Source: an optimization exercise on an open RTL-to-GDS flow (aim: small area). Production flows keep margins and buffers that such runs may drop. In this exercise RTL edits were held to simulation tests only and were not proved equivalent to the original. No driver is modelled on the clock port, so clocking that relies on it looks cheaper here than on a real chip.

==> run a <==
==> flow/design.v <==
`timescale 1ns/1ps
`default_nettype none
module uart_fifo_tx
  #(
    parameter FIFO_DEPTH=16,
    parameter UART_CDIV=434
    )
   (
    input wire 	     clk,
    input wire 	     n_rst,
    input wire [7:0] data,
    input wire 	     n_wr,
    output wire      n_full,
    output wire      uart_tx
    );
   localparam N = FIFO_DEPTH;
   reg [8*N-1:0]     s;         
   reg [N-1:0] 	     v;         
   reg [7:0] 	     h;         
   reg 		     hv;        
   reg 		     held;      
   reg 		     sending;
   reg 		     tx_out;
   reg [8:0] 	     cnt;
   reg [3:0] 	     idx;
   wire 	     transit = held & ~hv;
   assign n_full = ~(&v) | transit;
   assign uart_tx = tx_out;
   wire 	     wr = ~n_wr & n_full;
   wire 	     take = ~held & (|v);
   wire [N:0] 	     rdy;
   assign rdy[N] = ~hv;
   genvar 	     i;
   generate
      for (i = 0; i < N; i = i + 1) begin : g_rdy
	 assign rdy[i] = ~v[i] | rdy[i+1];
      end
   endgenerate
   wire [8*N-1:0]    s_in = {s[8*N-9:0], data};
   wire [N-1:0]      v_in = {v[N-2:0], wr};
   integer 	     k;
   always @(posedge clk) begin
      for (k = 0; k < N; k = k + 1)
	if (rdy[k]) s[8*k +: 8] <= s_in[8*k +: 8];
      if (rdy[N]) h <= s[8*N-8 +: 8];
   end
   localparam [8:0] CNT_LAST = 9'd19;
   wire 	     bit_end = sending & (cnt[8:4] == CNT_LAST[8:4])
		       & (cnt[2:0] == CNT_LAST[2:0]);
   wire 	     idx_7 = ~idx[3] & (&idx[2:0]);
   wire 	     idx_8 = idx[3] & ~idx[0];
   wire 	     idx_9 = idx[3] & idx[0];
   wire 	     release_h = bit_end & idx_7;
   always @(posedge clk, negedge n_rst) begin
      if (~n_rst) begin
	 v <= 0;
	 hv <= 1'b0;
	 held <= 1'b0;
	 sending <= 1'b0;
	 tx_out <= 1'b1;
	 idx <= 0;
      end
      else begin
	 for (k = 0; k < N; k = k + 1)
	   if (rdy[k]) v[k] <= v_in[k];
	 if (bit_end) idx <= idx_9 ? 4'd0 : idx + 1'b1;
	 if (~hv) hv <= v[N-1];
	 else if (release_h) hv <= 1'b0;
	 if (take) held <= 1'b1;
	 else if (release_h) held <= 1'b0;
	 if (~sending) begin
	    if (take) begin
	       sending <= 1'b1;
	       tx_out <= 1'b0;
	    end
	 end
	 else if (bit_end) begin
	    if (~idx[3]) tx_out <= h[idx[2:0]];
	    else if (idx_8) tx_out <= 1'b1;
	    else if (held | take) tx_out <= 1'b0;
	    else sending <= 1'b0;
	 end
      end
   end
   always @(posedge clk) begin
      if (~sending | bit_end) cnt <= 0;
      else cnt <= {cnt[7:0], ~(cnt[8] ^ cnt[1])};
   end
endmodule
`default_nettype wire
==> flow/flow/run.sh <==
#!/bin/bash
# The standard layout (standard.sh) with these changes:
# - clock tree synthesis without dummy load cells, with clkbuf_4 leaf buffers
#   under a clkbuf_16 root; each clock buffer is then resized to the smallest clkbuf that keeps
#   its clock pins' slew low
#   (flow/post_cts.tcl);
# - port buffers of the smallest buffer cell.
set -euo pipefail
here=$(pwd)
export CTS_ARGS="-sink_clustering_enable -repair_clock_nets -dont_use_dummy_load -root_buf sky130_fd_sc_hd__clkbuf_8 -buf_list sky130_fd_sc_hd__clkbuf_4"
export POST_CTS_TCL="$here/flow/post_cts.tcl"
export CLK_SLEW_TARGET=0.125
export BUFFER_PORTS_ARGS="-buffer_cell sky130_fd_sc_hd__buf_1"
bash standard.sh finish > standard.log 2>&1
==> flow/flow/post_cts.tcl <==
# After clock tree synthesis: give each leaf clock buffer the smallest clkbuf size
# that keeps the slew at every clock pin it drives within CLK_SLEW_TARGET (ns),
# as estimated from the placement, so every flip-flop clock pin keeps a fast
# edge.
set sizes {sky130_fd_sc_hd__clkbuf_1 sky130_fd_sc_hd__clkbuf_2 sky130_fd_sc_hd__clkbuf_4
  sky130_fd_sc_hd__clkbuf_8 sky130_fd_sc_hd__clkbuf_16}
set target $::env(CLK_SLEW_TARGET)

proc sink_slew { inst } {
  set net [[$inst findITerm X] getNet]
  set worst 0.0
  foreach it [$net getITerms] {
    if { [$it isOutputSignal] } { continue }
    set pin [get_pins [[$it getInst] getName]/[[$it getMTerm] getName]]
    set s [get_property $pin slew_max]
    if { $s > $worst } { set worst $s }
  }
  return $worst
}

set bufs {}
foreach inst [[ord::get_db_block] getInsts] {
  if { [string match sky130_fd_sc_hd__clkbuf_* [[$inst getMaster] getName]] } {
    set net [[$inst findITerm X] getNet]
    if { $net ne "NULL" && [$net getSigType] eq "CLOCK" } { lappend bufs $inst }
  }
}
estimate_parasitics -placement
# leaves: buffers that drive no buffer
set leaves {}
set upper {}
foreach inst $bufs {
  set drives_buf 0
  foreach it [[[$inst findITerm X] getNet] getITerms] {
    if { [string match sky130_fd_sc_hd__clkbuf_* [[[$it getInst] getMaster] getName]] && ![$it isOutputSignal] } {
      set drives_buf 1
    }
  }
  if { $drives_buf } { lappend upper $inst } else { lappend leaves $inst }
}
foreach inst $leaves {
  set name [$inst getName]
  set orig [[$inst getMaster] getName]
  set chosen ""
  foreach m $sizes {
    replace_cell $name $m
    estimate_parasitics -placement
    if { [sink_slew $inst] <= $target } { set chosen $m; break }
  }
  if { $chosen eq "" } { set chosen [lindex $sizes end] }
  replace_cell $name $chosen
  puts "post_cts: $name $orig -> $chosen"
}
estimate_parasitics -placement
detailed_placement
check_placement -verbose
==> flow/standard.sh <==
#!/bin/bash
# synth_recipe.tcl (not shown) runs the flow's synth.tcl, then flattens the netlist and writes it again
# the make line also repeats each setting of config.mk as NAME=value (left out here)
make -C /OpenROAD-flow-scripts/flow DESIGN_CONFIG=/design/flow/config.mk WORK_HOME=/design/flow/orfs CLKGATE_MAP_FILE= SYNTH_SCRIPT=/design/flow/synth_recipe.tcl "${@:-finish}"
==> flow/config.mk <==
export PLATFORM = sky130hd
export DESIGN_NAME = uart_fifo_tx
export DESIGN_NICKNAME = uart_fifo_tx
export VERILOG_FILES = /design/flow/design.v
export SDC_FILE = /design/flow/constraint.sdc
export NUM_CORES = 4
export LEC_CHECK = 0
export CAP_MARGIN = 20
export CORE_MARGIN = 2
export CORE_UTILIZATION = 40
export CTS_BUF_LIST = sky130_fd_sc_hd__clkbuf_8
export GPL_TIMING_DRIVEN = 0
export SLEW_MARGIN = 20
==> flow/constraint.sdc <==
create_clock -name core_clock -period 10.0 [get_ports {clk}]
set_input_delay 2.0000 -clock core_clock [delete_from_list [all_inputs] [get_ports {clk}]]
set_output_delay 2.0000 -clock core_clock [all_outputs]
set_load 0.01 [all_outputs]
==> run b (differences from run a) <==
--- a/flow/design.v
+++ b/flow/design.v
@@ -46,9 +46,4 @@
    end
-   localparam [8:0] CNT_LAST = 9'd19;
-   wire 	     bit_end = sending & (cnt[8:4] == CNT_LAST[8:4])
-		       & (cnt[2:0] == CNT_LAST[2:0]);
-   wire 	     idx_7 = ~idx[3] & (&idx[2:0]);
-   wire 	     idx_8 = idx[3] & ~idx[0];
-   wire 	     idx_9 = idx[3] & idx[0];
-   wire 	     release_h = bit_end & idx_7;
+   wire 	     bit_end = (cnt == UART_CDIV - 1);
+   wire 	     release_h = sending & bit_end & (idx == 4'd7);
    always @(posedge clk, negedge n_rst) begin
@@ -60,3 +55,2 @@
 	 tx_out <= 1'b1;
-	 idx <= 0;
       end
@@ -65,3 +59,2 @@
 	   if (rdy[k]) v[k] <= v_in[k];
-	 if (bit_end) idx <= idx_9 ? 4'd0 : idx + 1'b1;
 	 if (~hv) hv <= v[N-1];
@@ -77,6 +70,10 @@
 	 else if (bit_end) begin
-	    if (~idx[3]) tx_out <= h[idx[2:0]];
-	    else if (idx_8) tx_out <= 1'b1;
-	    else if (held | take) tx_out <= 1'b0;
-	    else sending <= 1'b0;
+	    case (idx)
+	      4'd8: tx_out <= 1'b1;
+	      4'd9: begin
+		 if (held | take) tx_out <= 1'b0;
+		 else sending <= 1'b0;
+	      end
+	      default: tx_out <= h[idx[2:0]];
+	    endcase
 	 end
@@ -86,3 +83,5 @@
       if (~sending | bit_end) cnt <= 0;
-      else cnt <= {cnt[7:0], ~(cnt[8] ^ cnt[1])};
+      else cnt <= cnt + 1'b1;
+      if (~sending | (bit_end & (idx == 4'd9))) idx <= 0;
+      else if (bit_end) idx <= idx + 1'b1;
    end
==> flow/run.sh (new file) <==
#!/bin/bash
# synth_recipe.tcl (not shown) runs the flow's synth.tcl, then flattens the netlist and writes it again
# the make line also repeats each setting of config.mk as NAME=value (left out here)
make -C /OpenROAD-flow-scripts/flow DESIGN_CONFIG=/design/flow/config.mk WORK_HOME=/design/flow/orfs CLKGATE_MAP_FILE= SYNTH_SCRIPT=/design/flow/synth_recipe.tcl finish
Settings changed: GPL_TIMING_DRIVEN 0 to not set.
removed: flow/flow/run.sh
removed: flow/flow/post_cts.tcl
removed: flow/standard.sh
==> run c (differences from run a) <==
--- a/flow/flow/run.sh
+++ b/flow/flow/run.sh
@@ -3,4 +3,3 @@
 # - clock tree synthesis without dummy load cells, with clkbuf_4 leaf buffers
-#   under a clkbuf_16 root; each clock buffer is then resized to the smallest clkbuf that keeps
-#   its clock pins' slew low
+#   under a clkbuf_16 root; leaf buffers with a large fanout become clkbuf_8
 #   (flow/post_cts.tcl);
@@ -11,3 +10,3 @@
 export POST_CTS_TCL="$here/flow/post_cts.tcl"
-export CLK_SLEW_TARGET=0.125
+export CLK_UPSIZE_FANOUT=13
 export BUFFER_PORTS_ARGS="-buffer_cell sky130_fd_sc_hd__buf_1"
==> flow/flow/post_cts.tcl (replaced) <==
# After clock tree synthesis: a clkbuf_4 that drives many clock pins becomes a
# clkbuf_8, so every flip-flop clock pin keeps a fast edge.
set n_up 0
foreach inst [[ord::get_db_block] getInsts] {
  if { [[$inst getMaster] getName] ne "sky130_fd_sc_hd__clkbuf_4" } { continue }
  set net [[$inst findITerm X] getNet]
  if { $net eq "NULL" } { continue }
  set fanout [expr { [llength [$net getITerms]] - 1 }]
  if { $fanout >= $::env(CLK_UPSIZE_FANOUT) } {
    replace_cell [$inst getName] sky130_fd_sc_hd__clkbuf_8
    incr n_up
  }
}
puts "post_cts: upsized $n_up clock buffers"
if { $n_up > 0 } {
  detailed_placement
  check_placement -verbose
}
Settings changed: GPL_TIMING_DRIVEN 0 to not set.
==> results_dict.tcl <==
set metrics [dict create \
    syn_area_per_cell_sq_um 18.9 \
    vias 2460 \
    globalplace.congestion 0.755 \
    final_cell_mix "edfxtp_1 (136), dfrtp_1 (19), clkbuf_8 (17)" \
    synth_cells 299 \
    viasPerCell 4.74 \
    n_fill_cell 1142 \
    dr_wl_met3_um 263 \
    taps 180 \
    synth_area_leaders "edfxtp_1 (72%), dfrtp_1 (8.4%), dfxtp_1 (4.6%)" \
    synthXorXnorAreaFrac_pct 1.08 \
    async_flop_share_pct 11.8 \
    rows 43 \
    die_x_um 123 \
    p_comb_mw 0.0404 \
    switching_power_mw 0.299 \
    status "finished clean" \
    area_delta_synth_final_pct 12.5 \
    power_mw 1.28 \
    wl_met2_mm 3.69 \
    seq_area_frac_synth_pct 85.6 \
]
Source of the figures above: run b

==> results_dict.tcl <==
set metrics [dict create \
    async_flop_share_pct 14.2 \
    seq_area_frac_synth_pct 88.5 \
    die_x_um 121 \
    power_mw 1.09 \
    switching_power_mw 0.211 \
    synth_cells 272 \
    wl_met2_mm 3.23 \
    taps 176 \
    dr_wl_met3_um 296 \
    globalplace.congestion 0.707 \
    status "finished clean" \
    vias 2254 \
    final_cell_mix "edfxtp_1 (136), dfrtp_1 (23), nand2_1 (15)" \
    syn_area_per_cell_sq_um 20.2 \
    n_fill_cell 1163 \
    p_comb_mw 0.0372 \
]
Source of the figures above: run a

==> results_dict.tcl <==
set metrics [dict create \
    viasPerCell 4.79 \
    p_comb_mw 0.0374 \
    synth_area_leaders "edfxtp_1 (74%), dfrtp_1 (10%), dfxtp_1 (3.3%)" \
    status "finished clean" \
    taps 176 \
    seq_area_frac_synth_pct 88.5 \
    n_fill_cell 1179 \
    final_cell_mix "edfxtp_1 (136), dfrtp_1 (23), nand2_1 (15)" \
    power_mw 1.11 \
    area_delta_synth_final_pct 7.37 \
    rows 42 \
    globalplace.congestion 0.733 \
    syn_area_per_cell_sq_um 20.2 \
    synth_cells 272 \
    switching_power_mw 0.219 \
]
Source of the figures above: run c

==> port drivers added, routing unchanged <==
How much do the figures lean on ideal ports? The routed layouts below were timed once more, with nothing changed but the port constraints.
Step 1, drivers: a clkbuf_16 drives clk and a buf_2 each remaining input, both assumed.
Step 2 adds t to the input delays and takes it off the output delays; t is the mean of the earliest and latest rising clock arrival at the registers after step 1. Input paths then give back, and output paths get back, about the clock's delay inside the block.
a / b / c = ideal ports / drivers / drivers and shift; a / b = the first two.
run	shift t [ns]	slack for setup (ns)	hold WS [ns]
run a	0.417	6.229 / 6.199 / 6.616	0.406 / 0.406 / 0.406
run b	0.470	5.886 / 5.849 / 6.318	0.419 / 0.419 / 0.419
run c	0.430	6.267 / 6.236 / 6.666	0.398 / 0.398 / 0.398
After both steps setup and hold are still met in every run listed.
